What follows belongs to an exercise in optimizing a design on an open flow for small area; a production flow would make more cautious choices.
Only simulation tests tie the RTL to the original design; equivalence was not proved.

==> flow/design.v <==
module fa (input a, input b, input c, output s, output co);
  assign s = a ^ b ^ c;
  assign co = (a & b) | (a & c) | (b & c);
endmodule
module ha (input a, input b, output s, output co);
  assign s = a ^ b;
  assign co = a & b;
endmodule
module multiply (
    input             clk,
    input      [26:0] input_a,
    input      [26:0] input_b,
    output reg [26:0] output_q,
    output            underflow
);
wire [17:0] ma = input_a[17:0];
wire [17:0] mb = input_b[17:0];
wire [7:0]  ea = input_a[25:18];
wire [7:0]  eb = input_b[25:18];
wire [8:0]  esum = ea + eb;
assign underflow = esum < 9'd127;
wire one0, two0, neg0, bpn_0_0, bpn_0_1, bpn_0_2, bpn_0_3, bpn_0_4, bpn_0_5, bpn_0_6, bpn_0_7, bpn_0_8;
wire bpn_0_9, bpn_0_10, bpn_0_11, bpn_0_12, bpn_0_13, bpn_0_14, bpn_0_15, bpn_0_16, bpn_0_17, bpn_0_18, one1, two1;
wire neg1, bpn_1_0, bpn_1_1, bpn_1_2, bpn_1_3, bpn_1_4, bpn_1_5, bpn_1_6, bpn_1_7, bpn_1_8, bpn_1_9, bpn_1_10;
wire bpn_1_11, bpn_1_12, bpn_1_13, bpn_1_14, bpn_1_15, bpn_1_16, bpn_1_17, bpn_1_18, one2, two2, neg2, bpn_2_0;
wire bpn_2_1, bpn_2_2, bpn_2_3, bpn_2_4, bpn_2_5, bpn_2_6, bpn_2_7, bpn_2_8, bpn_2_9, bpn_2_10, bpn_2_11, bpn_2_12;
wire bpn_2_13, bpn_2_14, bpn_2_15, bpn_2_16, bpn_2_17, bpn_2_18, one3, two3, neg3, bpn_3_0, bpn_3_1, bpn_3_2;
wire bpn_3_3, bpn_3_4, bpn_3_5, bpn_3_6, bpn_3_7, bpn_3_8, bpn_3_9, bpn_3_10, bpn_3_11, bpn_3_12, bpn_3_13, bpn_3_14;
wire bpn_3_15, bpn_3_16, bpn_3_17, bpn_3_18, one4, two4, neg4, bpn_4_0, bpn_4_1, bpn_4_2, bpn_4_3, bpn_4_4;
wire bpn_4_5, bpn_4_6, bpn_4_7, bpn_4_8, bpn_4_9, bpn_4_10, bpn_4_11, bpn_4_12, bpn_4_13, bpn_4_14, bpn_4_15, bpn_4_16;
wire bpn_4_17, bpn_4_18, one5, two5, neg5, bpn_5_0, bpn_5_1, bpn_5_2, bpn_5_3, bpn_5_4, bpn_5_5, bpn_5_6;
wire bpn_5_7, bpn_5_8, bpn_5_9, bpn_5_10, bpn_5_11, bpn_5_12, bpn_5_13, bpn_5_14, bpn_5_15, bpn_5_16, bpn_5_17, bpn_5_18;
wire one6, two6, neg6, bpn_6_0, bpn_6_1, bpn_6_2, bpn_6_3, bpn_6_4, bpn_6_5, bpn_6_6, bpn_6_7, bpn_6_8;
wire bpn_6_9, bpn_6_10, bpn_6_11, bpn_6_12, bpn_6_13, bpn_6_14, bpn_6_15, bpn_6_16, bpn_6_17, bpn_6_18, one7, two7;
wire neg7, bpn_7_0, bpn_7_1, bpn_7_2, bpn_7_3, bpn_7_4, bpn_7_5, bpn_7_6, bpn_7_7, bpn_7_8, bpn_7_9, bpn_7_10;
wire bpn_7_11, bpn_7_12, bpn_7_13, bpn_7_14, bpn_7_15, bpn_7_16, bpn_7_17, bpn_7_18, one8, two8, neg8, bpn_8_0;
wire bpn_8_1, bpn_8_2, bpn_8_3, bpn_8_4, bpn_8_5, bpn_8_6, bpn_8_7, bpn_8_8, bpn_8_9, bpn_8_10, bpn_8_11, bpn_8_12;
wire bpn_8_13, bpn_8_14, bpn_8_15, bpn_8_16, bpn_8_17, bpn_8_18, ppn_l_0, ppn_l_1, ppn_l_2, ppn_l_3, ppn_l_4, ppn_l_5;
wire ppn_l_6, ppn_l_7, ppn_l_8, ppn_l_9, ppn_l_10, ppn_l_11, ppn_l_12, ppn_l_13, ppn_l_14, ppn_l_15, ppn_l_16, ppn_l_17;
wire is0, ic0, is1, ic1, fs0, fc0, fs1, fc1, fs2, fc2, fs3, fc3;
wire is2, ic2, is3, ic3, fs4, fc4, is4, ic4, fs5, fc5, is5, ic5;
wire fs6, fc6, fs7, fc7, is6, ic6, fs8, fc8, fs9, fc9, is7, ic7;
wire fs10, fc10, fs11, fc11, fs12, fc12, fs13, fc13, fs14, fc14, fs15, fc15;
wire fs16, fc16, fs17, fc17, fs18, fc18, fs19, fc19, fs20, fc20, fs21, fc21;
wire fs22, fc22, fs23, fc23, fs24, fc24, fs25, fc25, fs26, fc26, fs27, fc27;
wire fs28, fc28, fs29, fc29, fs30, fc30, fs31, fc31, fs32, fc32, fs33, fc33;
wire hs0, hc0, fs34, fc34, is8, ic8, fs35, fc35, fs36, fc36, hs1, hc1;
wire is9, ic9, fs37, fc37, is10, ic10, is11, ic11, fs38, fc38, is12, ic12;
wire fs39, fc39, is13, ic13, fs40, fc40, fs41, fc41, fs42, fc42, fs43, fc43;
wire fs44, fc44, fs45, fc45, fs46, fc46, fs47, fc47, fs48, fc48, fs49, fc49;
wire fs50, fc50, fs51, fc51, fs52, fc52, fs53, fc53, fs54, fc54, fs55, fc55;
wire fs56, fc56, fs57, fc57, fs58, fc58, fs59, fc59, fs60, fc60, fs61, fc61;
wire fs62, fc62, fs63, fc63, fs64, fc64, fs65, fc65, fs66, fc66, fs67, fc67;
wire fs68, fc68, fs69, fc69, fs70, fc70, fs71, fc71, fs72, fc72, fs73, fc73;
wire fs74, fc74, fs75, fc75, fs76, fc76, fs77, fc77, fs78, fc78, fs79, fc79;
wire hs2, hc2, is14, ic14, fs80, fc80, is15, ic15, is16, ic16, fs81, fc81;
wire fs82, fc82, fs83, fc83, fs84, fc84, fs85, fc85, fs86, fc86, fs87, fc87;
wire fs88, fc88, fs89, fc89, fs90, fc90, fs91, fc91, fs92, fc92, fs93, fc93;
wire fs94, fc94, fs95, fc95, fs96, fc96, fs97, fc97, fs98, fc98, fs99, fc99;
wire fs100, fc100, fs101, fc101, fs102, fc102, fs103, fc103, fs104, fc104, fs105, fc105;
wire fs106, fc106, fs107, fc107, fs108, fc108, is17, ic17, is18, ic18, fs109, fc109;
wire fs110, fc110, fs111, fc111, fs112, fc112, fs113, fc113, fs114, fc114, fs115, fc115;
wire fs116, fc116, fs117, fc117, fs118, fc118, fs119, fc119, fs120, fc120, fs121, fc121;
wire fs122, fc122, fs123, fc123, fs124, fc124, fs125, fc125, fs126, fc126, fs127, fc127;
wire fs128, fc128, fs129, fc129, fs130, fc130, fs131, fc131, fs132, fc132, fs133, fc133;
wire fs134, fc134, fs135, fc135, fs136, fc136, fs137, fc137, fs138, fc138, fs139, fc139;
wire fs140, fc140;
assign one0 = mb[0] ^ 1'b0;
assign two0 = (mb[1] & ~mb[0] & ~1'b0) | (~mb[1] & mb[0] & 1'b0);
assign neg0 = mb[1];
assign bpn_0_0 = ~(((one0 & ma[0])) ^ neg0);
assign bpn_0_1 = ~(((one0 & ma[1]) | (two0 & ma[0])) ^ neg0);
assign bpn_0_2 = ~(((one0 & ma[2]) | (two0 & ma[1])) ^ neg0);
assign bpn_0_3 = ~(((one0 & ma[3]) | (two0 & ma[2])) ^ neg0);
assign bpn_0_4 = ~(((one0 & ma[4]) | (two0 & ma[3])) ^ neg0);
assign bpn_0_5 = ~(((one0 & ma[5]) | (two0 & ma[4])) ^ neg0);
assign bpn_0_6 = ~(((one0 & ma[6]) | (two0 & ma[5])) ^ neg0);
assign bpn_0_7 = ~(((one0 & ma[7]) | (two0 & ma[6])) ^ neg0);
assign bpn_0_8 = ~(((one0 & ma[8]) | (two0 & ma[7])) ^ neg0);
assign bpn_0_9 = ~(((one0 & ma[9]) | (two0 & ma[8])) ^ neg0);
assign bpn_0_10 = ~(((one0 & ma[10]) | (two0 & ma[9])) ^ neg0);
assign bpn_0_11 = ~(((one0 & ma[11]) | (two0 & ma[10])) ^ neg0);
assign bpn_0_12 = ~(((one0 & ma[12]) | (two0 & ma[11])) ^ neg0);
assign bpn_0_13 = ~(((one0 & ma[13]) | (two0 & ma[12])) ^ neg0);
assign bpn_0_14 = ~(((one0 & ma[14]) | (two0 & ma[13])) ^ neg0);
assign bpn_0_15 = ~(((one0 & ma[15]) | (two0 & ma[14])) ^ neg0);
assign bpn_0_16 = ~(((one0 & ma[16]) | (two0 & ma[15])) ^ neg0);
assign bpn_0_17 = ~(((one0 & ma[17]) | (two0 & ma[16])) ^ neg0);
assign bpn_0_18 = ~(((two0 & ma[17])) ^ neg0);
assign one1 = mb[2] ^ mb[1];
assign two1 = (mb[3] & ~mb[2] & ~mb[1]) | (~mb[3] & mb[2] & mb[1]);
assign neg1 = mb[3];
assign bpn_1_0 = ~(((one1 & ma[0])) ^ neg1);
assign bpn_1_1 = ~(((one1 & ma[1]) | (two1 & ma[0])) ^ neg1);
assign bpn_1_2 = ~(((one1 & ma[2]) | (two1 & ma[1])) ^ neg1);
assign bpn_1_3 = ~(((one1 & ma[3]) | (two1 & ma[2])) ^ neg1);
assign bpn_1_4 = ~(((one1 & ma[4]) | (two1 & ma[3])) ^ neg1);
assign bpn_1_5 = ~(((one1 & ma[5]) | (two1 & ma[4])) ^ neg1);
assign bpn_1_6 = ~(((one1 & ma[6]) | (two1 & ma[5])) ^ neg1);
assign bpn_1_7 = ~(((one1 & ma[7]) | (two1 & ma[6])) ^ neg1);
assign bpn_1_8 = ~(((one1 & ma[8]) | (two1 & ma[7])) ^ neg1);
assign bpn_1_9 = ~(((one1 & ma[9]) | (two1 & ma[8])) ^ neg1);
assign bpn_1_10 = ~(((one1 & ma[10]) | (two1 & ma[9])) ^ neg1);
assign bpn_1_11 = ~(((one1 & ma[11]) | (two1 & ma[10])) ^ neg1);
assign bpn_1_12 = ~(((one1 & ma[12]) | (two1 & ma[11])) ^ neg1);
assign bpn_1_13 = ~(((one1 & ma[13]) | (two1 & ma[12])) ^ neg1);
assign bpn_1_14 = ~(((one1 & ma[14]) | (two1 & ma[13])) ^ neg1);
assign bpn_1_15 = ~(((one1 & ma[15]) | (two1 & ma[14])) ^ neg1);
assign bpn_1_16 = ~(((one1 & ma[16]) | (two1 & ma[15])) ^ neg1);
assign bpn_1_17 = ~(((one1 & ma[17]) | (two1 & ma[16])) ^ neg1);
assign bpn_1_18 = ~(((two1 & ma[17])) ^ neg1);
assign one2 = mb[4] ^ mb[3];
assign two2 = (mb[5] & ~mb[4] & ~mb[3]) | (~mb[5] & mb[4] & mb[3]);
assign neg2 = mb[5];
assign bpn_2_0 = ~(((one2 & ma[0])) ^ neg2);
assign bpn_2_1 = ~(((one2 & ma[1]) | (two2 & ma[0])) ^ neg2);
assign bpn_2_2 = ~(((one2 & ma[2]) | (two2 & ma[1])) ^ neg2);
assign bpn_2_3 = ~(((one2 & ma[3]) | (two2 & ma[2])) ^ neg2);
assign bpn_2_4 = ~(((one2 & ma[4]) | (two2 & ma[3])) ^ neg2);
assign bpn_2_5 = ~(((one2 & ma[5]) | (two2 & ma[4])) ^ neg2);
assign bpn_2_6 = ~(((one2 & ma[6]) | (two2 & ma[5])) ^ neg2);
assign bpn_2_7 = ~(((one2 & ma[7]) | (two2 & ma[6])) ^ neg2);
assign bpn_2_8 = ~(((one2 & ma[8]) | (two2 & ma[7])) ^ neg2);
assign bpn_2_9 = ~(((one2 & ma[9]) | (two2 & ma[8])) ^ neg2);
assign bpn_2_10 = ~(((one2 & ma[10]) | (two2 & ma[9])) ^ neg2);
assign bpn_2_11 = ~(((one2 & ma[11]) | (two2 & ma[10])) ^ neg2);
assign bpn_2_12 = ~(((one2 & ma[12]) | (two2 & ma[11])) ^ neg2);
assign bpn_2_13 = ~(((one2 & ma[13]) | (two2 & ma[12])) ^ neg2);
assign bpn_2_14 = ~(((one2 & ma[14]) | (two2 & ma[13])) ^ neg2);
assign bpn_2_15 = ~(((one2 & ma[15]) | (two2 & ma[14])) ^ neg2);
assign bpn_2_16 = ~(((one2 & ma[16]) | (two2 & ma[15])) ^ neg2);
assign bpn_2_17 = ~(((one2 & ma[17]) | (two2 & ma[16])) ^ neg2);
assign bpn_2_18 = ~(((two2 & ma[17])) ^ neg2);
assign one3 = mb[6] ^ mb[5];
assign two3 = (mb[7] & ~mb[6] & ~mb[5]) | (~mb[7] & mb[6] & mb[5]);
assign neg3 = mb[7];
assign bpn_3_0 = ~(((one3 & ma[0])) ^ neg3);
assign bpn_3_1 = ~(((one3 & ma[1]) | (two3 & ma[0])) ^ neg3);
assign bpn_3_2 = ~(((one3 & ma[2]) | (two3 & ma[1])) ^ neg3);
assign bpn_3_3 = ~(((one3 & ma[3]) | (two3 & ma[2])) ^ neg3);
assign bpn_3_4 = ~(((one3 & ma[4]) | (two3 & ma[3])) ^ neg3);
assign bpn_3_5 = ~(((one3 & ma[5]) | (two3 & ma[4])) ^ neg3);
assign bpn_3_6 = ~(((one3 & ma[6]) | (two3 & ma[5])) ^ neg3);
assign bpn_3_7 = ~(((one3 & ma[7]) | (two3 & ma[6])) ^ neg3);
assign bpn_3_8 = ~(((one3 & ma[8]) | (two3 & ma[7])) ^ neg3);
assign bpn_3_9 = ~(((one3 & ma[9]) | (two3 & ma[8])) ^ neg3);
assign bpn_3_10 = ~(((one3 & ma[10]) | (two3 & ma[9])) ^ neg3);
assign bpn_3_11 = ~(((one3 & ma[11]) | (two3 & ma[10])) ^ neg3);
assign bpn_3_12 = ~(((one3 & ma[12]) | (two3 & ma[11])) ^ neg3);
assign bpn_3_13 = ~(((one3 & ma[13]) | (two3 & ma[12])) ^ neg3);
assign bpn_3_14 = ~(((one3 & ma[14]) | (two3 & ma[13])) ^ neg3);
assign bpn_3_15 = ~(((one3 & ma[15]) | (two3 & ma[14])) ^ neg3);
assign bpn_3_16 = ~(((one3 & ma[16]) | (two3 & ma[15])) ^ neg3);
assign bpn_3_17 = ~(((one3 & ma[17]) | (two3 & ma[16])) ^ neg3);
assign bpn_3_18 = ~(((two3 & ma[17])) ^ neg3);
assign one4 = mb[8] ^ mb[7];
assign two4 = (mb[9] & ~mb[8] & ~mb[7]) | (~mb[9] & mb[8] & mb[7]);
assign neg4 = mb[9];
assign bpn_4_0 = ~(((one4 & ma[0])) ^ neg4);
assign bpn_4_1 = ~(((one4 & ma[1]) | (two4 & ma[0])) ^ neg4);
assign bpn_4_2 = ~(((one4 & ma[2]) | (two4 & ma[1])) ^ neg4);
assign bpn_4_3 = ~(((one4 & ma[3]) | (two4 & ma[2])) ^ neg4);
assign bpn_4_4 = ~(((one4 & ma[4]) | (two4 & ma[3])) ^ neg4);
assign bpn_4_5 = ~(((one4 & ma[5]) | (two4 & ma[4])) ^ neg4);
assign bpn_4_6 = ~(((one4 & ma[6]) | (two4 & ma[5])) ^ neg4);
assign bpn_4_7 = ~(((one4 & ma[7]) | (two4 & ma[6])) ^ neg4);
assign bpn_4_8 = ~(((one4 & ma[8]) | (two4 & ma[7])) ^ neg4);
assign bpn_4_9 = ~(((one4 & ma[9]) | (two4 & ma[8])) ^ neg4);
assign bpn_4_10 = ~(((one4 & ma[10]) | (two4 & ma[9])) ^ neg4);
assign bpn_4_11 = ~(((one4 & ma[11]) | (two4 & ma[10])) ^ neg4);
assign bpn_4_12 = ~(((one4 & ma[12]) | (two4 & ma[11])) ^ neg4);
assign bpn_4_13 = ~(((one4 & ma[13]) | (two4 & ma[12])) ^ neg4);
assign bpn_4_14 = ~(((one4 & ma[14]) | (two4 & ma[13])) ^ neg4);
assign bpn_4_15 = ~(((one4 & ma[15]) | (two4 & ma[14])) ^ neg4);
assign bpn_4_16 = ~(((one4 & ma[16]) | (two4 & ma[15])) ^ neg4);
assign bpn_4_17 = ~(((one4 & ma[17]) | (two4 & ma[16])) ^ neg4);
assign bpn_4_18 = ~(((two4 & ma[17])) ^ neg4);
assign one5 = mb[10] ^ mb[9];
assign two5 = (mb[11] & ~mb[10] & ~mb[9]) | (~mb[11] & mb[10] & mb[9]);
assign neg5 = mb[11];
assign bpn_5_0 = ~(((one5 & ma[0])) ^ neg5);
assign bpn_5_1 = ~(((one5 & ma[1]) | (two5 & ma[0])) ^ neg5);
assign bpn_5_2 = ~(((one5 & ma[2]) | (two5 & ma[1])) ^ neg5);
assign bpn_5_3 = ~(((one5 & ma[3]) | (two5 & ma[2])) ^ neg5);
assign bpn_5_4 = ~(((one5 & ma[4]) | (two5 & ma[3])) ^ neg5);
assign bpn_5_5 = ~(((one5 & ma[5]) | (two5 & ma[4])) ^ neg5);
assign bpn_5_6 = ~(((one5 & ma[6]) | (two5 & ma[5])) ^ neg5);
assign bpn_5_7 = ~(((one5 & ma[7]) | (two5 & ma[6])) ^ neg5);
assign bpn_5_8 = ~(((one5 & ma[8]) | (two5 & ma[7])) ^ neg5);
assign bpn_5_9 = ~(((one5 & ma[9]) | (two5 & ma[8])) ^ neg5);
assign bpn_5_10 = ~(((one5 & ma[10]) | (two5 & ma[9])) ^ neg5);
assign bpn_5_11 = ~(((one5 & ma[11]) | (two5 & ma[10])) ^ neg5);
assign bpn_5_12 = ~(((one5 & ma[12]) | (two5 & ma[11])) ^ neg5);
assign bpn_5_13 = ~(((one5 & ma[13]) | (two5 & ma[12])) ^ neg5);
assign bpn_5_14 = ~(((one5 & ma[14]) | (two5 & ma[13])) ^ neg5);
assign bpn_5_15 = ~(((one5 & ma[15]) | (two5 & ma[14])) ^ neg5);
assign bpn_5_16 = ~(((one5 & ma[16]) | (two5 & ma[15])) ^ neg5);
assign bpn_5_17 = ~(((one5 & ma[17]) | (two5 & ma[16])) ^ neg5);
assign bpn_5_18 = ~(((two5 & ma[17])) ^ neg5);
assign one6 = mb[12] ^ mb[11];
assign two6 = (mb[13] & ~mb[12] & ~mb[11]) | (~mb[13] & mb[12] & mb[11]);
assign neg6 = mb[13];
assign bpn_6_0 = ~(((one6 & ma[0])) ^ neg6);
assign bpn_6_1 = ~(((one6 & ma[1]) | (two6 & ma[0])) ^ neg6);
assign bpn_6_2 = ~(((one6 & ma[2]) | (two6 & ma[1])) ^ neg6);
assign bpn_6_3 = ~(((one6 & ma[3]) | (two6 & ma[2])) ^ neg6);
assign bpn_6_4 = ~(((one6 & ma[4]) | (two6 & ma[3])) ^ neg6);
assign bpn_6_5 = ~(((one6 & ma[5]) | (two6 & ma[4])) ^ neg6);
assign bpn_6_6 = ~(((one6 & ma[6]) | (two6 & ma[5])) ^ neg6);
assign bpn_6_7 = ~(((one6 & ma[7]) | (two6 & ma[6])) ^ neg6);
assign bpn_6_8 = ~(((one6 & ma[8]) | (two6 & ma[7])) ^ neg6);
assign bpn_6_9 = ~(((one6 & ma[9]) | (two6 & ma[8])) ^ neg6);
assign bpn_6_10 = ~(((one6 & ma[10]) | (two6 & ma[9])) ^ neg6);
assign bpn_6_11 = ~(((one6 & ma[11]) | (two6 & ma[10])) ^ neg6);
assign bpn_6_12 = ~(((one6 & ma[12]) | (two6 & ma[11])) ^ neg6);
assign bpn_6_13 = ~(((one6 & ma[13]) | (two6 & ma[12])) ^ neg6);
assign bpn_6_14 = ~(((one6 & ma[14]) | (two6 & ma[13])) ^ neg6);
assign bpn_6_15 = ~(((one6 & ma[15]) | (two6 & ma[14])) ^ neg6);
assign bpn_6_16 = ~(((one6 & ma[16]) | (two6 & ma[15])) ^ neg6);
assign bpn_6_17 = ~(((one6 & ma[17]) | (two6 & ma[16])) ^ neg6);
assign bpn_6_18 = ~(((two6 & ma[17])) ^ neg6);
assign one7 = mb[14] ^ mb[13];
assign two7 = (mb[15] & ~mb[14] & ~mb[13]) | (~mb[15] & mb[14] & mb[13]);
assign neg7 = mb[15];
assign bpn_7_0 = ~(((one7 & ma[0])) ^ neg7);
assign bpn_7_1 = ~(((one7 & ma[1]) | (two7 & ma[0])) ^ neg7);
assign bpn_7_2 = ~(((one7 & ma[2]) | (two7 & ma[1])) ^ neg7);
assign bpn_7_3 = ~(((one7 & ma[3]) | (two7 & ma[2])) ^ neg7);
assign bpn_7_4 = ~(((one7 & ma[4]) | (two7 & ma[3])) ^ neg7);
assign bpn_7_5 = ~(((one7 & ma[5]) | (two7 & ma[4])) ^ neg7);
assign bpn_7_6 = ~(((one7 & ma[6]) | (two7 & ma[5])) ^ neg7);
assign bpn_7_7 = ~(((one7 & ma[7]) | (two7 & ma[6])) ^ neg7);
assign bpn_7_8 = ~(((one7 & ma[8]) | (two7 & ma[7])) ^ neg7);
assign bpn_7_9 = ~(((one7 & ma[9]) | (two7 & ma[8])) ^ neg7);
assign bpn_7_10 = ~(((one7 & ma[10]) | (two7 & ma[9])) ^ neg7);
assign bpn_7_11 = ~(((one7 & ma[11]) | (two7 & ma[10])) ^ neg7);
assign bpn_7_12 = ~(((one7 & ma[12]) | (two7 & ma[11])) ^ neg7);
assign bpn_7_13 = ~(((one7 & ma[13]) | (two7 & ma[12])) ^ neg7);
assign bpn_7_14 = ~(((one7 & ma[14]) | (two7 & ma[13])) ^ neg7);
assign bpn_7_15 = ~(((one7 & ma[15]) | (two7 & ma[14])) ^ neg7);
assign bpn_7_16 = ~(((one7 & ma[16]) | (two7 & ma[15])) ^ neg7);
assign bpn_7_17 = ~(((one7 & ma[17]) | (two7 & ma[16])) ^ neg7);
assign bpn_7_18 = ~(((two7 & ma[17])) ^ neg7);
assign one8 = mb[16] ^ mb[15];
assign two8 = (mb[17] & ~mb[16] & ~mb[15]) | (~mb[17] & mb[16] & mb[15]);
assign neg8 = mb[17];
assign bpn_8_0 = ~(((one8 & ma[0])) ^ neg8);
assign bpn_8_1 = ~(((one8 & ma[1]) | (two8 & ma[0])) ^ neg8);
assign bpn_8_2 = ~(((one8 & ma[2]) | (two8 & ma[1])) ^ neg8);
assign bpn_8_3 = ~(((one8 & ma[3]) | (two8 & ma[2])) ^ neg8);
assign bpn_8_4 = ~(((one8 & ma[4]) | (two8 & ma[3])) ^ neg8);
assign bpn_8_5 = ~(((one8 & ma[5]) | (two8 & ma[4])) ^ neg8);
assign bpn_8_6 = ~(((one8 & ma[6]) | (two8 & ma[5])) ^ neg8);
assign bpn_8_7 = ~(((one8 & ma[7]) | (two8 & ma[6])) ^ neg8);
assign bpn_8_8 = ~(((one8 & ma[8]) | (two8 & ma[7])) ^ neg8);
assign bpn_8_9 = ~(((one8 & ma[9]) | (two8 & ma[8])) ^ neg8);
assign bpn_8_10 = ~(((one8 & ma[10]) | (two8 & ma[9])) ^ neg8);
assign bpn_8_11 = ~(((one8 & ma[11]) | (two8 & ma[10])) ^ neg8);
assign bpn_8_12 = ~(((one8 & ma[12]) | (two8 & ma[11])) ^ neg8);
assign bpn_8_13 = ~(((one8 & ma[13]) | (two8 & ma[12])) ^ neg8);
assign bpn_8_14 = ~(((one8 & ma[14]) | (two8 & ma[13])) ^ neg8);
assign bpn_8_15 = ~(((one8 & ma[15]) | (two8 & ma[14])) ^ neg8);
assign bpn_8_16 = ~(((one8 & ma[16]) | (two8 & ma[15])) ^ neg8);
assign bpn_8_17 = ~(((one8 & ma[17]) | (two8 & ma[16])) ^ neg8);
assign bpn_8_18 = ~(((two8 & ma[17])) ^ neg8);
assign ppn_l_0 = ~(ma[0] & mb[17]);
assign ppn_l_1 = ~(ma[1] & mb[17]);
assign ppn_l_2 = ~(ma[2] & mb[17]);
assign ppn_l_3 = ~(ma[3] & mb[17]);
assign ppn_l_4 = ~(ma[4] & mb[17]);
assign ppn_l_5 = ~(ma[5] & mb[17]);
assign ppn_l_6 = ~(ma[6] & mb[17]);
assign ppn_l_7 = ~(ma[7] & mb[17]);
assign ppn_l_8 = ~(ma[8] & mb[17]);
assign ppn_l_9 = ~(ma[9] & mb[17]);
assign ppn_l_10 = ~(ma[10] & mb[17]);
assign ppn_l_11 = ~(ma[11] & mb[17]);
assign ppn_l_12 = ~(ma[12] & mb[17]);
assign ppn_l_13 = ~(ma[13] & mb[17]);
assign ppn_l_14 = ~(ma[14] & mb[17]);
assign ppn_l_15 = ~(ma[15] & mb[17]);
assign ppn_l_16 = ~(ma[16] & mb[17]);
assign ppn_l_17 = ~(ma[17] & mb[17]);
assign is0 = ~(bpn_0_16 ^ bpn_1_14);
assign ic0 = bpn_0_16 | bpn_1_14;
assign is1 = ~(bpn_0_17 ^ bpn_1_15);
assign ic1 = bpn_0_17 | bpn_1_15;
fa u_fa0 (.a(bpn_0_18), .b(bpn_1_16), .c(bpn_2_14), .s(fs0), .co(fc0));
fa u_fa1 (.a(~neg0), .b(bpn_1_17), .c(bpn_2_15), .s(fs1), .co(fc1));
fa u_fa2 (.a(~neg0), .b(bpn_1_18), .c(bpn_2_16), .s(fs2), .co(fc2));
fa u_fa3 (.a(neg0), .b(neg1), .c(bpn_2_17), .s(fs3), .co(fc3));
assign is2 = ~(bpn_0_10 ^ bpn_1_8);
assign ic2 = bpn_0_10 | bpn_1_8;
assign is3 = ~(bpn_0_11 ^ bpn_1_9);
assign ic3 = bpn_0_11 | bpn_1_9;
fa u_fa4 (.a(bpn_0_12), .b(bpn_1_10), .c(bpn_2_8), .s(fs4), .co(fc4));
assign is4 = ~(bpn_3_6 ^ bpn_4_4);
assign ic4 = bpn_3_6 | bpn_4_4;
fa u_fa5 (.a(bpn_0_13), .b(bpn_1_11), .c(bpn_2_9), .s(fs5), .co(fc5));
assign is5 = ~(bpn_3_7 ^ bpn_4_5);
assign ic5 = bpn_3_7 | bpn_4_5;
fa u_fa6 (.a(bpn_0_14), .b(bpn_1_12), .c(bpn_2_10), .s(fs6), .co(fc6));
fa u_fa7 (.a(bpn_3_8), .b(bpn_4_6), .c(bpn_5_4), .s(fs7), .co(fc7));
assign is6 = ~(bpn_6_2 ^ bpn_7_0);
assign ic6 = bpn_6_2 | bpn_7_0;
fa u_fa8 (.a(bpn_0_15), .b(bpn_1_13), .c(bpn_2_11), .s(fs8), .co(fc8));
fa u_fa9 (.a(bpn_3_9), .b(bpn_4_7), .c(bpn_5_5), .s(fs9), .co(fc9));
assign is7 = ~(bpn_6_3 ^ bpn_7_1);
assign ic7 = bpn_6_3 | bpn_7_1;
fa u_fa10 (.a(is0), .b(bpn_2_12), .c(bpn_3_10), .s(fs10), .co(fc10));
fa u_fa11 (.a(bpn_4_8), .b(bpn_5_6), .c(bpn_6_4), .s(fs11), .co(fc11));
fa u_fa12 (.a(bpn_7_2), .b(bpn_8_0), .c(~neg8), .s(fs12), .co(fc12));
fa u_fa13 (.a(ic0), .b(is1), .c(bpn_2_13), .s(fs13), .co(fc13));
fa u_fa14 (.a(bpn_3_11), .b(bpn_4_9), .c(bpn_5_7), .s(fs14), .co(fc14));
fa u_fa15 (.a(bpn_6_5), .b(bpn_7_3), .c(bpn_8_1), .s(fs15), .co(fc15));
fa u_fa16 (.a(ic1), .b(fs0), .c(bpn_3_12), .s(fs16), .co(fc16));
fa u_fa17 (.a(bpn_4_10), .b(bpn_5_8), .c(bpn_6_6), .s(fs17), .co(fc17));
fa u_fa18 (.a(bpn_7_4), .b(bpn_8_2), .c(ppn_l_0), .s(fs18), .co(fc18));
fa u_fa19 (.a(fc0), .b(fs1), .c(bpn_3_13), .s(fs19), .co(fc19));
fa u_fa20 (.a(bpn_4_11), .b(bpn_5_9), .c(bpn_6_7), .s(fs20), .co(fc20));
fa u_fa21 (.a(bpn_7_5), .b(bpn_8_3), .c(ppn_l_1), .s(fs21), .co(fc21));
fa u_fa22 (.a(fc1), .b(fs2), .c(bpn_3_14), .s(fs22), .co(fc22));
fa u_fa23 (.a(bpn_4_12), .b(bpn_5_10), .c(bpn_6_8), .s(fs23), .co(fc23));
fa u_fa24 (.a(bpn_7_6), .b(bpn_8_4), .c(ppn_l_2), .s(fs24), .co(fc24));
fa u_fa25 (.a(fc2), .b(fs3), .c(bpn_3_15), .s(fs25), .co(fc25));
fa u_fa26 (.a(bpn_4_13), .b(bpn_5_11), .c(bpn_6_9), .s(fs26), .co(fc26));
fa u_fa27 (.a(bpn_7_7), .b(bpn_8_5), .c(ppn_l_3), .s(fs27), .co(fc27));
fa u_fa28 (.a(fc3), .b(~bpn_2_18), .c(bpn_3_16), .s(fs28), .co(fc28));
fa u_fa29 (.a(bpn_4_14), .b(bpn_5_12), .c(bpn_6_10), .s(fs29), .co(fc29));
fa u_fa30 (.a(bpn_7_8), .b(bpn_8_6), .c(ppn_l_4), .s(fs30), .co(fc30));
fa u_fa31 (.a(bpn_2_18), .b(neg2), .c(bpn_3_17), .s(fs31), .co(fc31));
fa u_fa32 (.a(bpn_4_15), .b(bpn_5_13), .c(bpn_6_11), .s(fs32), .co(fc32));
fa u_fa33 (.a(bpn_7_9), .b(bpn_8_7), .c(ppn_l_5), .s(fs33), .co(fc33));
ha u_ha0 (.a(bpn_3_18), .b(bpn_4_16), .s(hs0), .co(hc0));
fa u_fa34 (.a(bpn_5_14), .b(bpn_6_12), .c(bpn_7_10), .s(fs34), .co(fc34));
assign is8 = ~(bpn_8_8 ^ ppn_l_6);
assign ic8 = bpn_8_8 | ppn_l_6;
fa u_fa35 (.a(neg3), .b(bpn_4_17), .c(bpn_5_15), .s(fs35), .co(fc35));
fa u_fa36 (.a(bpn_6_13), .b(bpn_7_11), .c(bpn_8_9), .s(fs36), .co(fc36));
ha u_ha1 (.a(bpn_4_18), .b(bpn_5_16), .s(hs1), .co(hc1));
assign is9 = ~(bpn_6_14 ^ bpn_7_12);
assign ic9 = bpn_6_14 | bpn_7_12;
fa u_fa37 (.a(neg4), .b(bpn_5_17), .c(bpn_6_15), .s(fs37), .co(fc37));
assign is10 = ~(bpn_0_6 ^ bpn_1_4);
assign ic10 = bpn_0_6 | bpn_1_4;
assign is11 = ~(bpn_0_7 ^ bpn_1_5);
assign ic11 = bpn_0_7 | bpn_1_5;
fa u_fa38 (.a(bpn_0_8), .b(bpn_1_6), .c(bpn_2_4), .s(fs38), .co(fc38));
assign is12 = ~(bpn_3_2 ^ bpn_4_0);
assign ic12 = bpn_3_2 | bpn_4_0;
fa u_fa39 (.a(bpn_0_9), .b(bpn_1_7), .c(bpn_2_5), .s(fs39), .co(fc39));
assign is13 = ~(bpn_3_3 ^ bpn_4_1);
assign ic13 = bpn_3_3 | bpn_4_1;
fa u_fa40 (.a(is2), .b(bpn_2_6), .c(bpn_3_4), .s(fs40), .co(fc40));
fa u_fa41 (.a(bpn_4_2), .b(bpn_5_0), .c(~neg5), .s(fs41), .co(fc41));
fa u_fa42 (.a(ic2), .b(is3), .c(bpn_2_7), .s(fs42), .co(fc42));
fa u_fa43 (.a(bpn_3_5), .b(bpn_4_3), .c(bpn_5_1), .s(fs43), .co(fc43));
fa u_fa44 (.a(ic3), .b(fs4), .c(is4), .s(fs44), .co(fc44));
fa u_fa45 (.a(bpn_5_2), .b(bpn_6_0), .c(~neg6), .s(fs45), .co(fc45));
fa u_fa46 (.a(fc4), .b(ic4), .c(fs5), .s(fs46), .co(fc46));
fa u_fa47 (.a(is5), .b(bpn_5_3), .c(bpn_6_1), .s(fs47), .co(fc47));
fa u_fa48 (.a(fc5), .b(ic5), .c(fs6), .s(fs48), .co(fc48));
fa u_fa49 (.a(fs7), .b(is6), .c(~neg7), .s(fs49), .co(fc49));
fa u_fa50 (.a(fc6), .b(fc7), .c(ic6), .s(fs50), .co(fc50));
fa u_fa51 (.a(fs8), .b(fs9), .c(is7), .s(fs51), .co(fc51));
fa u_fa52 (.a(fc8), .b(fc9), .c(ic7), .s(fs52), .co(fc52));
fa u_fa53 (.a(fs10), .b(fs11), .c(fs12), .s(fs53), .co(fc53));
fa u_fa54 (.a(fc10), .b(fc11), .c(fc12), .s(fs54), .co(fc54));
fa u_fa55 (.a(fs13), .b(fs14), .c(fs15), .s(fs55), .co(fc55));
fa u_fa56 (.a(fc13), .b(fc14), .c(fc15), .s(fs56), .co(fc56));
fa u_fa57 (.a(fs16), .b(fs17), .c(fs18), .s(fs57), .co(fc57));
fa u_fa58 (.a(fc16), .b(fc17), .c(fc18), .s(fs58), .co(fc58));
fa u_fa59 (.a(fs19), .b(fs20), .c(fs21), .s(fs59), .co(fc59));
fa u_fa60 (.a(fc19), .b(fc20), .c(fc21), .s(fs60), .co(fc60));
fa u_fa61 (.a(fs22), .b(fs23), .c(fs24), .s(fs61), .co(fc61));
fa u_fa62 (.a(fc22), .b(fc23), .c(fc24), .s(fs62), .co(fc62));
fa u_fa63 (.a(fs25), .b(fs26), .c(fs27), .s(fs63), .co(fc63));
fa u_fa64 (.a(fc25), .b(fc26), .c(fc27), .s(fs64), .co(fc64));
fa u_fa65 (.a(fs28), .b(fs29), .c(fs30), .s(fs65), .co(fc65));
fa u_fa66 (.a(fc28), .b(fc29), .c(fc30), .s(fs66), .co(fc66));
fa u_fa67 (.a(fs31), .b(fs32), .c(fs33), .s(fs67), .co(fc67));
fa u_fa68 (.a(fc31), .b(fc32), .c(fc33), .s(fs68), .co(fc68));
fa u_fa69 (.a(hs0), .b(fs34), .c(is8), .s(fs69), .co(fc69));
fa u_fa70 (.a(hc0), .b(fc34), .c(ic8), .s(fs70), .co(fc70));
fa u_fa71 (.a(fs35), .b(fs36), .c(ppn_l_7), .s(fs71), .co(fc71));
fa u_fa72 (.a(fc35), .b(fc36), .c(hs1), .s(fs72), .co(fc72));
fa u_fa73 (.a(is9), .b(bpn_8_10), .c(ppn_l_8), .s(fs73), .co(fc73));
fa u_fa74 (.a(hc1), .b(ic9), .c(fs37), .s(fs74), .co(fc74));
fa u_fa75 (.a(bpn_7_13), .b(bpn_8_11), .c(ppn_l_9), .s(fs75), .co(fc75));
fa u_fa76 (.a(fc37), .b(~bpn_5_18), .c(bpn_6_16), .s(fs76), .co(fc76));
fa u_fa77 (.a(bpn_7_14), .b(bpn_8_12), .c(ppn_l_10), .s(fs77), .co(fc77));
fa u_fa78 (.a(bpn_5_18), .b(neg5), .c(bpn_6_17), .s(fs78), .co(fc78));
fa u_fa79 (.a(bpn_7_15), .b(bpn_8_13), .c(ppn_l_11), .s(fs79), .co(fc79));
ha u_ha2 (.a(bpn_6_18), .b(bpn_7_16), .s(hs2), .co(hc2));
assign is14 = ~(bpn_8_14 ^ ppn_l_12);
assign ic14 = bpn_8_14 | ppn_l_12;
fa u_fa80 (.a(neg6), .b(bpn_7_17), .c(bpn_8_15), .s(fs80), .co(fc80));
assign is15 = ~(bpn_0_4 ^ bpn_1_2);
assign ic15 = bpn_0_4 | bpn_1_2;
assign is16 = ~(bpn_0_5 ^ bpn_1_3);
assign ic16 = bpn_0_5 | bpn_1_3;
fa u_fa81 (.a(is10), .b(bpn_2_2), .c(bpn_3_0), .s(fs81), .co(fc81));
fa u_fa82 (.a(ic10), .b(is11), .c(bpn_2_3), .s(fs82), .co(fc82));
fa u_fa83 (.a(ic11), .b(fs38), .c(is12), .s(fs83), .co(fc83));
fa u_fa84 (.a(fc38), .b(ic12), .c(fs39), .s(fs84), .co(fc84));
fa u_fa85 (.a(fc39), .b(ic13), .c(fs40), .s(fs85), .co(fc85));
fa u_fa86 (.a(fc40), .b(fc41), .c(fs42), .s(fs86), .co(fc86));
fa u_fa87 (.a(fc42), .b(fc43), .c(fs44), .s(fs87), .co(fc87));
fa u_fa88 (.a(fc44), .b(fc45), .c(fs46), .s(fs88), .co(fc88));
fa u_fa89 (.a(fc46), .b(fc47), .c(fs48), .s(fs89), .co(fc89));
fa u_fa90 (.a(fc48), .b(fc49), .c(fs50), .s(fs90), .co(fc90));
fa u_fa91 (.a(fc50), .b(fc51), .c(fs52), .s(fs91), .co(fc91));
fa u_fa92 (.a(fc52), .b(fc53), .c(fs54), .s(fs92), .co(fc92));
fa u_fa93 (.a(fc54), .b(fc55), .c(fs56), .s(fs93), .co(fc93));
fa u_fa94 (.a(fc56), .b(fc57), .c(fs58), .s(fs94), .co(fc94));
fa u_fa95 (.a(fc58), .b(fc59), .c(fs60), .s(fs95), .co(fc95));
fa u_fa96 (.a(fc60), .b(fc61), .c(fs62), .s(fs96), .co(fc96));
fa u_fa97 (.a(fc62), .b(fc63), .c(fs64), .s(fs97), .co(fc97));
fa u_fa98 (.a(fc64), .b(fc65), .c(fs66), .s(fs98), .co(fc98));
fa u_fa99 (.a(fc66), .b(fc67), .c(fs68), .s(fs99), .co(fc99));
fa u_fa100 (.a(fc68), .b(fc69), .c(fs70), .s(fs100), .co(fc100));
fa u_fa101 (.a(fc70), .b(fc71), .c(fs72), .s(fs101), .co(fc101));
fa u_fa102 (.a(fc72), .b(fc73), .c(fs74), .s(fs102), .co(fc102));
fa u_fa103 (.a(fc74), .b(fc75), .c(fs76), .s(fs103), .co(fc103));
fa u_fa104 (.a(fc76), .b(fc77), .c(fs78), .s(fs104), .co(fc104));
fa u_fa105 (.a(fc78), .b(fc79), .c(hs2), .s(fs105), .co(fc105));
fa u_fa106 (.a(hc2), .b(ic14), .c(fs80), .s(fs106), .co(fc106));
fa u_fa107 (.a(fc80), .b(~bpn_7_18), .c(bpn_8_16), .s(fs107), .co(fc107));
fa u_fa108 (.a(bpn_7_18), .b(neg7), .c(bpn_8_17), .s(fs108), .co(fc108));
assign is17 = ~(bpn_0_2 ^ bpn_1_0);
assign ic17 = bpn_0_2 | bpn_1_0;
assign is18 = ~(bpn_0_3 ^ bpn_1_1);
assign ic18 = bpn_0_3 | bpn_1_1;
fa u_fa109 (.a(is15), .b(bpn_2_0), .c(~neg2), .s(fs109), .co(fc109));
fa u_fa110 (.a(ic15), .b(is16), .c(bpn_2_1), .s(fs110), .co(fc110));
fa u_fa111 (.a(ic16), .b(fs81), .c(~neg3), .s(fs111), .co(fc111));
fa u_fa112 (.a(fc81), .b(fs82), .c(bpn_3_1), .s(fs112), .co(fc112));
fa u_fa113 (.a(fc82), .b(fs83), .c(~neg4), .s(fs113), .co(fc113));
fa u_fa114 (.a(fc83), .b(fs84), .c(is13), .s(fs114), .co(fc114));
fa u_fa115 (.a(fc84), .b(fs85), .c(fs41), .s(fs115), .co(fc115));
fa u_fa116 (.a(fc85), .b(fs86), .c(fs43), .s(fs116), .co(fc116));
fa u_fa117 (.a(fc86), .b(fs87), .c(fs45), .s(fs117), .co(fc117));
fa u_fa118 (.a(fc87), .b(fs88), .c(fs47), .s(fs118), .co(fc118));
fa u_fa119 (.a(fc88), .b(fs89), .c(fs49), .s(fs119), .co(fc119));
fa u_fa120 (.a(fc89), .b(fs90), .c(fs51), .s(fs120), .co(fc120));
fa u_fa121 (.a(fc90), .b(fs91), .c(fs53), .s(fs121), .co(fc121));
fa u_fa122 (.a(fc91), .b(fs92), .c(fs55), .s(fs122), .co(fc122));
fa u_fa123 (.a(fc92), .b(fs93), .c(fs57), .s(fs123), .co(fc123));
fa u_fa124 (.a(fc93), .b(fs94), .c(fs59), .s(fs124), .co(fc124));
fa u_fa125 (.a(fc94), .b(fs95), .c(fs61), .s(fs125), .co(fc125));
fa u_fa126 (.a(fc95), .b(fs96), .c(fs63), .s(fs126), .co(fc126));
fa u_fa127 (.a(fc96), .b(fs97), .c(fs65), .s(fs127), .co(fc127));
fa u_fa128 (.a(fc97), .b(fs98), .c(fs67), .s(fs128), .co(fc128));
fa u_fa129 (.a(fc98), .b(fs99), .c(fs69), .s(fs129), .co(fc129));
fa u_fa130 (.a(fc99), .b(fs100), .c(fs71), .s(fs130), .co(fc130));
fa u_fa131 (.a(fc100), .b(fs101), .c(fs73), .s(fs131), .co(fc131));
fa u_fa132 (.a(fc101), .b(fs102), .c(fs75), .s(fs132), .co(fc132));
fa u_fa133 (.a(fc102), .b(fs103), .c(fs77), .s(fs133), .co(fc133));
fa u_fa134 (.a(fc103), .b(fs104), .c(fs79), .s(fs134), .co(fc134));
fa u_fa135 (.a(fc104), .b(fs105), .c(is14), .s(fs135), .co(fc135));
fa u_fa136 (.a(fc105), .b(fs106), .c(ppn_l_13), .s(fs136), .co(fc136));
fa u_fa137 (.a(fc106), .b(fs107), .c(ppn_l_14), .s(fs137), .co(fc137));
fa u_fa138 (.a(fc107), .b(fs108), .c(ppn_l_15), .s(fs138), .co(fc138));
fa u_fa139 (.a(fc108), .b(~bpn_8_18), .c(ppn_l_16), .s(fs139), .co(fc139));
fa u_fa140 (.a(bpn_8_18), .b(neg8), .c(ppn_l_17), .s(fs140), .co(fc140));
wire [35:0] ran = {fc139, fc138, fc137, fc136, fc135, fc134, fc133, fc132, fc131, fc130, fc129, fc128, fc127, fc126, fc125, fc124, fc123, fc122, fc121, fc120, fc119, fc118, fc117, fc116, fc115, fc114, fc113, fc112, fc111, fc110, fc109, ic18, ic17, is17, bpn_0_1, bpn_0_0};
wire [35:0] rbn = {fs140, fs139, fs138, fs137, fs136, fs135, fs134, fs133, fs132, fs131, fs130, fs129, fs128, fs127, fs126, fs125, fs124, fs123, fs122, fs121, fs120, fs119, fs118, fs117, fs116, fs115, fs114, fs113, fs112, fs111, fs110, fs109, is18, ~neg1, 1'b1, ~neg0};
wire [35:0] pn, g, p;
assign p = ran ^ rbn;
assign g = {ran[35:1] & rbn[35:1], ran[0] | rbn[0]};
wire G0 = g[1] | (p[1] & g[0]);
wire G1 = g[3] | (p[3] & g[2]);
wire P1 = p[3] & p[2];
wire G2 = g[5] | (p[5] & g[4]);
wire P2 = p[5] & p[4];
wire G3 = g[7] | (p[7] & g[6]);
wire P3 = p[7] & p[6];
wire G4 = g[9] | (p[9] & g[8]);
wire P4 = p[9] & p[8];
wire G5 = g[11] | (p[11] & g[10]);
wire P5 = p[11] & p[10];
wire G6 = g[13] | (p[13] & g[12]);
wire P6 = p[13] & p[12];
wire G7 = g[15] | (p[15] & g[14]);
wire P7 = p[15] & p[14];
wire G8 = g[17] | (p[17] & g[16]);
wire P8 = p[17] & p[16];
wire G9 = g[19] | (p[19] & g[18]);
wire P9 = p[19] & p[18];
wire G10 = g[21] | (p[21] & g[20]);
wire P10 = p[21] & p[20];
wire G11 = g[23] | (p[23] & g[22]);
wire P11 = p[23] & p[22];
wire G12 = g[25] | (p[25] & g[24]);
wire P12 = p[25] & p[24];
wire G13 = g[27] | (p[27] & g[26]);
wire P13 = p[27] & p[26];
wire G14 = g[29] | (p[29] & g[28]);
wire P14 = p[29] & p[28];
wire G15 = g[31] | (p[31] & g[30]);
wire P15 = p[31] & p[30];
wire G16 = g[33] | (p[33] & g[32]);
wire P16 = p[33] & p[32];
wire G17 = g[35] | (p[35] & g[34]);
wire P17 = p[35] & p[34];
wire G18 = G1 | (P1 & G0);
wire G19 = G3 | (P3 & G2);
wire P19 = P3 & P2;
wire G20 = G5 | (P5 & G4);
wire P20 = P5 & P4;
wire G21 = G7 | (P7 & G6);
wire P21 = P7 & P6;
wire G22 = G9 | (P9 & G8);
wire P22 = P9 & P8;
wire G23 = G11 | (P11 & G10);
wire P23 = P11 & P10;
wire G24 = G13 | (P13 & G12);
wire P24 = P13 & P12;
wire G25 = G15 | (P15 & G14);
wire P25 = P15 & P14;
wire G26 = G17 | (P17 & G16);
wire P26 = P17 & P16;
wire G27 = G19 | (P19 & G18);
wire G28 = G21 | (P21 & G20);
wire P28 = P21 & P20;
wire G29 = G23 | (P23 & G22);
wire P29 = P23 & P22;
wire G30 = G25 | (P25 & G24);
wire P30 = P25 & P24;
wire G31 = G28 | (P28 & G27);
wire G32 = G30 | (P30 & G29);
wire P32 = P30 & P29;
wire G33 = G32 | (P32 & G31);
wire G34 = G29 | (P29 & G31);
wire G35 = G20 | (P20 & G27);
wire G36 = G22 | (P22 & G31);
wire G37 = G24 | (P24 & G34);
wire G38 = G26 | (P26 & G33);
wire G39 = G2 | (P2 & G18);
wire G40 = G4 | (P4 & G27);
wire G41 = G6 | (P6 & G35);
wire G42 = G8 | (P8 & G31);
wire G43 = G10 | (P10 & G36);
wire G44 = G12 | (P12 & G34);
wire G45 = G14 | (P14 & G37);
wire G46 = G16 | (P16 & G33);
wire G47 = g[2] | (p[2] & G0);
wire G48 = g[4] | (p[4] & G18);
wire G49 = g[6] | (p[6] & G39);
wire G50 = g[8] | (p[8] & G27);
wire G51 = g[10] | (p[10] & G40);
wire G52 = g[12] | (p[12] & G35);
wire G53 = g[14] | (p[14] & G41);
wire G54 = g[16] | (p[16] & G31);
wire G55 = g[18] | (p[18] & G42);
wire G56 = g[20] | (p[20] & G36);
wire G57 = g[22] | (p[22] & G43);
wire G58 = g[24] | (p[24] & G34);
wire G59 = g[26] | (p[26] & G44);
wire G60 = g[28] | (p[28] & G37);
wire G61 = g[30] | (p[30] & G45);
wire G62 = g[32] | (p[32] & G33);
wire G63 = g[34] | (p[34] & G46);
assign pn[0] = ~p[0];
assign pn[1] = p[1] ^ g[0];
assign pn[2] = p[2] ^ G0;
assign pn[3] = p[3] ^ G47;
assign pn[4] = p[4] ^ G18;
assign pn[5] = p[5] ^ G48;
assign pn[6] = p[6] ^ G39;
assign pn[7] = p[7] ^ G49;
assign pn[8] = p[8] ^ G27;
assign pn[9] = p[9] ^ G50;
assign pn[10] = p[10] ^ G40;
assign pn[11] = p[11] ^ G51;
assign pn[12] = p[12] ^ G35;
assign pn[13] = p[13] ^ G52;
assign pn[14] = p[14] ^ G41;
assign pn[15] = p[15] ^ G53;
assign pn[16] = p[16] ^ G31;
assign pn[17] = p[17] ^ G54;
assign pn[18] = p[18] ^ G42;
assign pn[19] = p[19] ^ G55;
assign pn[20] = p[20] ^ G36;
assign pn[21] = p[21] ^ G56;
assign pn[22] = p[22] ^ G43;
assign pn[23] = p[23] ^ G57;
assign pn[24] = p[24] ^ G34;
assign pn[25] = p[25] ^ G58;
assign pn[26] = p[26] ^ G44;
assign pn[27] = p[27] ^ G59;
assign pn[28] = p[28] ^ G37;
assign pn[29] = p[29] ^ G60;
assign pn[30] = p[30] ^ G45;
assign pn[31] = p[31] ^ G61;
assign pn[32] = p[32] ^ G33;
assign pn[33] = p[33] ^ G62;
assign pn[34] = p[34] ^ G46;
assign pn[35] = p[35] ^ G63;
wire p35 = ~pn[35];
wire nz = (|ma) & (|mb);
wire [7:0] einc = esum[7:0] + 8'd1;
wire [7:0] e = p35 ? einc : esum[7:0];
wire [17:0] m = ~(p35 ? pn[35:18] : pn[34:17]);
always @(posedge clk)
    output_q <= {(input_a[26] ^ input_b[26]) & nz, {~e[7], e[6:0]} & {8{nz}}, m};
endmodule
==> flow/flow/run.sh <==
#!/bin/bash
# Layout flow: the standard flow, except that
#  - synthesis maps the logic with our own ABC script (flow/abc.script),
#    otherwise it is the standard flow's synthesis script unchanged;
#  - ports are buffered with the smallest buffer;
#  - non-critical gates are downsized after global routing (RECOVER_POWER).
set -euo pipefail
W=$(pwd)
{
  head -n 1 synth_recipe.tcl
  cat <<'EOT'
proc abc {args} {
  set i [lsearch -exact $args -script]
  if {$i >= 0} { lset args [expr {$i + 1}] $::env(MY_ABC_SCRIPT) }
  yosys abc {*}$args
}
EOT
  tail -n +2 synth_recipe.tcl
} > my_synth.tcl
export MY_ABC_SCRIPT=$W/flow/abc.script
EXTRA=()
[[ -f flow/extra.txt ]] && mapfile -t EXTRA < flow/extra.txt
bash standard.sh SYNTH_SCRIPT=$W/my_synth.tcl "${EXTRA[@]}" finish > make_finish.log 2>&1
==> flow/flow/abc.script <==
strash
dch
amap
topo
stime -c
==> flow/flow/extra.txt <==
BUFFER_PORTS_ARGS=-buffer_cell sky130_fd_sc_hd__buf_1
RECOVER_POWER=100
==> flow/standard.sh <==
#!/bin/bash
# synth_recipe.tcl (not shown) runs the flow's synth.tcl, then flattens the netlist and writes it again
# the make line also repeats each setting of config.mk as NAME=value (left out here)
make -C /OpenROAD-flow-scripts/flow DESIGN_CONFIG=/design/flow/config.mk WORK_HOME=/design/flow/orfs CLKGATE_MAP_FILE= SYNTH_SCRIPT=/design/flow/synth_recipe.tcl "${@:-finish}"
==> flow/config.mk <==
export PLATFORM = sky130hd
export DESIGN_NAME = multiply
export DESIGN_NICKNAME = multiply
export VERILOG_FILES = /design/flow/design.v
export SDC_FILE = /design/flow/constraint.sdc
export NUM_CORES = 4
export LEC_CHECK = 0
export CAP_MARGIN = 20
export CORE_MARGIN = 2
export CORE_UTILIZATION = 40
export PLACE_DENSITY = 0.6
export SLEW_MARGIN = 20
export SYNTH_HIERARCHICAL = 1
export SYNTH_MINIMUM_KEEP_SIZE = 0
==> flow/constraint.sdc <==
create_clock -name core_clock -period 8.5 [get_ports {clk}]
set_input_delay 1.7000 -clock core_clock [delete_from_list [all_inputs] [get_ports {clk}]]
set_output_delay 1.7000 -clock core_clock [all_outputs]
set_load 0.01 [all_outputs]
==> results of run 1 <==
-- worst max-delay path, delay by kind of cell --
kind,cells,cell delay [ps]
AOI/OAI and AO/OA,9,1860
adders and majority gates,7,2950
buffers and inverters,11,1200
and+or+nand+nor,4,640
-- worst max-delay path by stage --
stage | from | depth (start not counted) | end
after floorplan | input_b[3] | 28 | output_q[24]
after global placement | input_b[3] | 33 | output_q[24]
after detailed placement | input_b[3] | 32 | output_q[24]
after CTS | input_b[1] | 31 | output_q[24]
after global routing | input_b[1] | 35 | output_q[25]
final | input_b[3] | 31 | output_q[24]
-- metrics by stage --
step	utilization	hold slack, ps
finish	0.506	1650
global route	0.506	1650
CTS	0.498	1640
detailed placement	0.494	1920
global placement	0.494	1910
floorplan	-	1800
-- synth_stat cells (all sizes together) --
master,number,area share
clkinv,107,0.048
nor2,183,0.083
o221ai,2,0.0021
a21o,4,0.0036
nand4,4,0.0030
nand3b,1,0.00091
o221a,1,0.0014
nand2b,1,0.00076
o32a,5,0.0060
nor4,7,0.0053
o22ai,171,0.13
a21oi,154,0.093
o21a,3,0.0027
nor2b,1,0.00076
nor3,8,0.0048
a221oi,3,0.0032
or2,3,0.0023
a31oi,4,0.0030
ha,63,0.095
o211ai,1,0.00091
nand2,78,0.035
a32o,1,0.0012
dfxtp,27,0.065
fa,151,0.36
a41oi,2,0.0021
o31ai,1,0.00091
nor4b,1,0.0011
and2,1,0.00076
o21ai,57,0.034
nand3,2,0.0012
a211oi,4,0.0036
-- cells by family after synthesis --
family                     synth area share
AOI/OAI and AO/OA                     0.287
and+or+nand+nor                       0.139
adders and majority gates             0.460
buffers and inverters                0.0485
DFF                                  0.0652
-- final cells by class --
class,instances,area (um2),area share
Clock buffer,3,75.1,0.00730
Clock inverter,1,5.00,0.000487
Inverter,107,428,0.0416
Multi-Input combinational cell,917,7610,0.740
Sequential cell,27,541,0.0526
Tap cell,270,338,0.0329
Timing Repair Buffer,210,1280,0.125
-- cells in the final DEF, fill, tap and decap left out, types with 2 or more instances in the layout --
cell / count
a211oi_1: 3
a21o_1: 4
a21oi_1: 146
a21oi_2: 7
a221oi_1: 2
a31oi_1: 3
buf_1: 80
buf_4: 127
clkbuf_16: 3
clkinv_1: 95
clkinv_2: 6
clkinv_4: 4
dfxtp_1: 27
fa_1: 145
fa_2: 6
ha_1: 62
inv_2: 3
nand2_1: 76
nand2_2: 2
nand3_1: 2
nand4_1: 4
nor2_1: 181
nor2_2: 2
nor3_1: 5
nor3_2: 2
nor4_1: 6
o21a_1: 3
o21ai_0: 50
o21ai_2: 4
o21ai_4: 2
o22ai_1: 165
o22ai_2: 6
o32a_4: 4
or2_0: 2
-- Yosys stat by module (local to each module, per instance) --
module | cell area [um2] | copies in the design | cells inside | flops+latches
fa | 20.0 | 141 | 1 | 0
multiply | 5430 | 1 | 907 | 27
ha | 12.5 | 3 | 1 | 0
-- timing repair --
action                     CTS  global route
gates resized for setup      1            36
hold buffers                 0             0
buffers inserted             0             2
pin swaps                    0            13
setup endpoints to repair    2             5
cloned                       0             0
-- metal layers --
layer	wire length [um]	part of all wire
met2	12900	0.47
met5	0	0
met3	2170	0.078
met1	11700	0.42
met4	837	0.030
==> metrics.md, run 1 <==
| Metric | Value |
|---|---|
| Crit path largest cell delay | 580 ps |
| Input/output buffers | 82 |
| Number of flip-flops in the largest register | 27 |
| CTS max path bufs | 2 |
| I/O Pins | 83 |
| CTS buffer count | 3 |
| Placed Area | 10000 um2 |
| GR Layer Usage met2 | 0.410 |
| Layout net count | 1535 |
| Hold EP | output_q[26] |
| Crit-path max FO | 7 |
| Fmax | 0.122 GHz |
| DR WL/cell | 18.0 um |
| CORE AREA | 20300 um2 |
| Worst-path clk slew | 60 ps |
| Fill count | 2030 |
| Via count | 8556 |
| Detailed Routing Iterations Pass 1 | 5 |
| Ys Warns | 7 |
| HP Class | input port to flip-flop |
| Tcrit/Tclk final | 0.963 |
| Antenna cells | 0 |
| CP dominant cell by count | clkinv_1 |
| Final instance area | 10300 um2 |
| Syn_nets | 1320 |
| Rel. slew slack | 0.627 |
| Required time of the worst setup path | 8650 ps |
| Crit path time final | roughly 8200 ps |
| Synth Register Bits | 27 |
| Crit path max-delay cell type | fa_1 |
| Starting DRC count in detailed routing | slightly below 600 |
| Detailed placement HPWL | 22.7 mm |
| Distinct cells, synth | 31 |
| Count of final setup violators | 0 |
| Total congestion overflow | 0 |
| Most used routing layer in global routing | met2 |
| CTS tree | done |
| CTS sink count | 27 |
| Routed wire length | about 28 mm |
| Hold_sp | input_b[26] |
| GRT Overall Usage | 0.256 |
| Initial antenna violation count | 0 |
| Initial Util | 0.408 |
| Synth-to-layout area growth | 24.0% |
| Num rows | 52 |
| Die Wd | around 150 um |
| Vias in the first global route | 8277 |
| CP Capture Type | flip-flop |
| Seq/Total Area, Yosys | 0.0652 |
| Slew Limit Fails | 0 |
| Synth Instances | 1051 |
| Max Cap Viol | 0 |
| Slew @ Worst Pin | 560 ps |
| Layout cells sized above 1 | 0.151 |
| Register with the most flip-flops | output_q |
| Final ANT Viol Nets | 0 |
| DRC | 0 |
| Die area | 21900 um2 |
| Hold depth | 2 |
| CP arrival | 8340 ps |
| Largest net degree at the start of global routing | 39 |
| Met3 GRT Util | 0.0460 |
| Placed Cells | 1529 |
| Vias/cell | 5.57 |
| Worst setup SP type | input port |
| DP Worst Slack | -347 ps |
| CTS H-tree depth | 1 |
| Average size of a mapped cell | 7.88 um2 |
| Cell area after synthesis | 8290 um2 |
| WS Path Type | input port to flip-flop |
| RD Place Congestion | around 0.95 |
| Setup TNS | 0 ps |
| First-pass GRT wire length | 43.9 mm |
| Status | no timing/DRC/antenna violations |
| Die Y | about 150 um |
| Worst setup slack after layout | 315 ps |
| GR Util met1 | 0.356 |
| Root buffer cell | clkbuf_16 |
| Fin. Hold Viols | 0 |
| Non-filler instance count after layout | 1535 |
| Largest regs | output_q x27 |
==> run 2, diff against run 1 <==
==> flow/flow/abc.script (replaced) <==
strash
dch
map
topo
stime -c
==> run 2 against run 1 <==
  * Hold slack improved by 66 ps
  * Sequential cell count is the same
  * Fmax grew 1.9%
  * First-iteration DRC count rose by 2.6%
  * Critical path depth decreased by 8
  * Still clean
  * Die area increased by 2.3%
  * Synthesized cell count fell by 11%
==> metrics.md, run 2 <==
| Metric | Value |
|---|---|
| Average size of a mapped cell | 9.09 um2 (+15%) |
| Total congestion overflow | 0 (unchanged) |
| CP arrival | 8210 ps (-130 ps) |
| Final ANT Viol Nets | 0 (unchanged) |
| Synth Register Bits | 27 (unchanged) |
| Commonest non-fill, non-tap cell in the layout | xor2_1 |
| Number of flip-flops in the largest register | 27 (unchanged) |
| CTS max path bufs | 2 (unchanged) |
| Syn_nets | 1202 (-8.9%) |
| Initial Util | 0.406 (-0.00211) |
| Fill count | 2100 (+3.4%) |
| Slew Limit Fails | 0 (unchanged) |
| HP Class | input port to flip-flop |
| Ys Warns | 7 (unchanged) |
| CTS H-tree depth | 1 (unchanged) |
| Register with the most flip-flops | output_q |
| Fmax | 0.125 GHz (+1.9%) |
| Layout cells sized above 1 | 0.0671 (-0.0839) |
| Synth Area in XOR/XNOR | 0.183 (+0.183) |
| Via count | 7798 (-8.9%) |
| Compound-Gate Fraction of Synth Area | 0.172 (-0.116) |
| Tcrit/Tclk final | 0.945 (-0.0184) |
| Placed Cells | 1344 (-12%) |
| Max Cap Viol | 0 (unchanged) |
| Final instance area | 9620 um2 (-6.4%) |
| Top post-synthesis cells by area | fa_1, xor2_1, o22ai_1, ha_1, dfxtp_1 |
| I/O Pins | 83 (unchanged) |
| Routed wire length | 26.9 mm (-3.0%) |
| Most frequent cells in the layout | xor2_1, o22ai_1, fa_1 |
| Synth top cells by count | xor2_1, o22ai_1, fa_1 |
| Initial antenna violation count | 0 (unchanged) |
| Slew @ Worst Pin | 718 ps (+158 ps) |
| Detailed placement HPWL | 21.1 mm (-6.9%) |
| Placed Area | 9550 um2 (-4.9%) |
| CTS sink count | 27 (unchanged) |
| Distinct cells, synth | 29 (-6.5%) |
| Crit-path max FO | 20 (+13) |
| CTS buffer count | 3 (unchanged) |
| Crit path time final | 8030 ps (-156 ps) |
| Synth-to-layout area growth | 13.4% |
| RD Place Congestion | 0.928 (-2.6%) |
| Largest regs | output_q x27 |
| CTS tree | done |
| Largest net degree at the start of global routing | 23 (-41%) |
| PostCTS Resize Cnt | 0 (-1) |
| Post-CTS setup buffers | 0 (unchanged) |
| DR WL/cell | 19.9 um (+10%) |
| Vias/cell | 5.78 (+3.8%) |
| Seq/Total Area, Yosys | 0.0637 (-0.00151) |
| Simple-gate share of the synthesized area | 0.0847 (-0.0544) |
| Adder-cell share of the synthesized area | 0.449 (-0.0106) |
| Main combinational cell family by area after synthesis | adder cells |
| RSZ-0062 raised after global routing | false |
| Synth Instances | 933 (-11%) |
| WHS | 1710 ps (+65.9 ps) |
| Synth async-reset ratio | 0 (unchanged) |
| Root buffer cell | clkbuf_16 |
| GRT Overall Usage | 0.248 (-0.00829) |
| Worst-path clk slew | 70 ps (about the same) |
| Cell area after synthesis | 8480 um2 (+2.4%) |
| First-pass GRT wire length | 42.8 mm (-2.6%) |
| Rel. slew slack | 0.520 (-0.106) |
| Setup TNS | 0 ps (unchanged) |
| Fin. Hold Viols | 0 (unchanged) |
| Area fraction of the dominant cell type after synthesis | 0.356 (-0.00845) |
| Antenna cells | 0 (unchanged) |
| Required time of the worst setup path | 8680 ps (+30 ps) |
| Predominant post-synthesis flop cell | dfxtp_1 |
| Top-count cell post-synth | xor2_1 |
| Count of final setup violators | 0 (unchanged) |
| Non-filler instance count after layout | 1348 (-12%) |
| CORE AREA | 20900 um2 (+2.9%) |
| Die Wd | 150 um (+1.1%) |
| CP Capture Type | flip-flop |
| Num rows | 53 (+1.9%) |
| Multi-input gate area | 7540 um2 (-0.94%) |
| Status | no timing/DRC/antenna violations |
| Sequential Area | 541 um2 (unchanged) |
| Input/output buffers | 82 (unchanged) |
| Layout net count | 1343 (-13%) |
| Starting DRC count in detailed routing | 603 (+2.6%) |
| DRC | 0 (unchanged) |
| Largest area contributor in the netlist | fa_1 |
| Post-synth EDFFs | 0 (unchanged) |
| Detailed Routing Iterations Pass 1 | 5 (unchanged) |
| Die Y | 150 um (+1.1%) |
| Post-synthesis mux area share | 0 (unchanged) |
| Worst setup SP type | input port |
| # hold bufs at CTS | 0 (unchanged) |
| Die area | 22400 um2 (+2.3%) |
| Vias in the first global route | 7956 (-3.9%) |
| WS Path Type | input port to flip-flop |
==> run 2: cell families after synthesis <==
family                     after synthesis
AOI/OAI and AO/OA                      240
adders and majority gates              214
xor gates and xnor gates               177
and+or+nand+nor                        167
buffers and inverters                  108
DFF                                     27
==> run 2: per-stage QoR <==
step / worst slack [ps] / utilization
final: 471 / 0.461
after detailed placement: 297 / 0.457
after floorplan: 357 / -
after CTS: 551 / 0.461
after global routing: 160 / 0.461
after global placement: 433 / 0.457
==> run 2: path summary, 6_finish.rpt <==
check	start	end	slack (ps)	depth (start not counted)
worst max-delay path	input_b[1]	output_q[0]	470	23
worst min-delay path	input_a[26]	output_q[26]	1710	3
==> run 2: final cells by class <==
cell class	count	share of cell area
sequential	27	0.0562
clock buffer	3	0.00780
clock inverter	1	0.000520
timing repair buffer	136	0.0741
tap	275	0.0358
inverter	108	0.0421
multi-input combinational	798	0.783
==> run 2: critical path: stages <==
cell and delay (ps):
buf_1 80, nor2_1 320, clkinv_1 120, nand2_1 500
o22ai_1 190, xor2_1 180, fa_1 580, fa_1 470
fa_1 460, fa_1 540, fa_1 420, ha_1 360
a21o_2 140, a31oi_1 50, o21ai_0 290, nand3_1 120
nand3_1 130, a31oi_1 120, fa_1 430, xnor2_1 440
buf_4 320, nor2_1 60, a41oi_1 180
==> run 2: per-module statistics from Yosys (local to each module, per instance) <==
| module | area [um2] | cells inside | flops+latches | copies in the design |
|---|---|---|---|---|
| multiply | 5620 | 789 | 27 | 1 |
| ha | 12.5 | 1 | 0 | 3 |
| fa | 20.0 | 1 | 0 | 141 |
==> run 2: routing by layer <==
metal,part of all wire,global-route usage
met1,0.41,0.336
met2,0.45,0.397
met3,0.087,0.0409
met4,0.046,0.0952
met5,0,0

-- static timing again, ports no longer ideal --
Ports are ideal in the flow. The routed layouts listed here were re-timed in OpenROAD.
Step 1 (the two cells are an assumption about what drives the block):
set clk [get_ports {clk}]
set_driving_cell -lib_cell sky130_fd_sc_hd__clkbuf_16 $clk
set_driving_cell -lib_cell sky130_fd_sc_hd__buf_2 [delete_from_list [all_inputs] $clk]
Step 2, shift: input delay + t, output delay - t, t = (earliest + latest rising clock arrival at the registers) / 2. This alone moves slack from input paths to output paths.
a / b / c = ideal ports / drivers / drivers and shift; a / b = the first two.
run	shift t [ns]	setup slack, ns	latest minus earliest clock arrival (ns)	worst register clock-pin slew, ns	pins driven straight from the clock port
run 1	0.286	0.315 / 0.312 / 0.026	0.004 / 0.003	0.06 / 0.06	1
run 2	0.297	0.471 / 0.484 / 0.187	0.003 / 0.003	0.07 / 0.07	1
After both steps setup and hold are still met in every run listed. The setup slack of run 1, which loses most, moves by -0.003 ns with the drivers and by -0.289 ns with both steps.
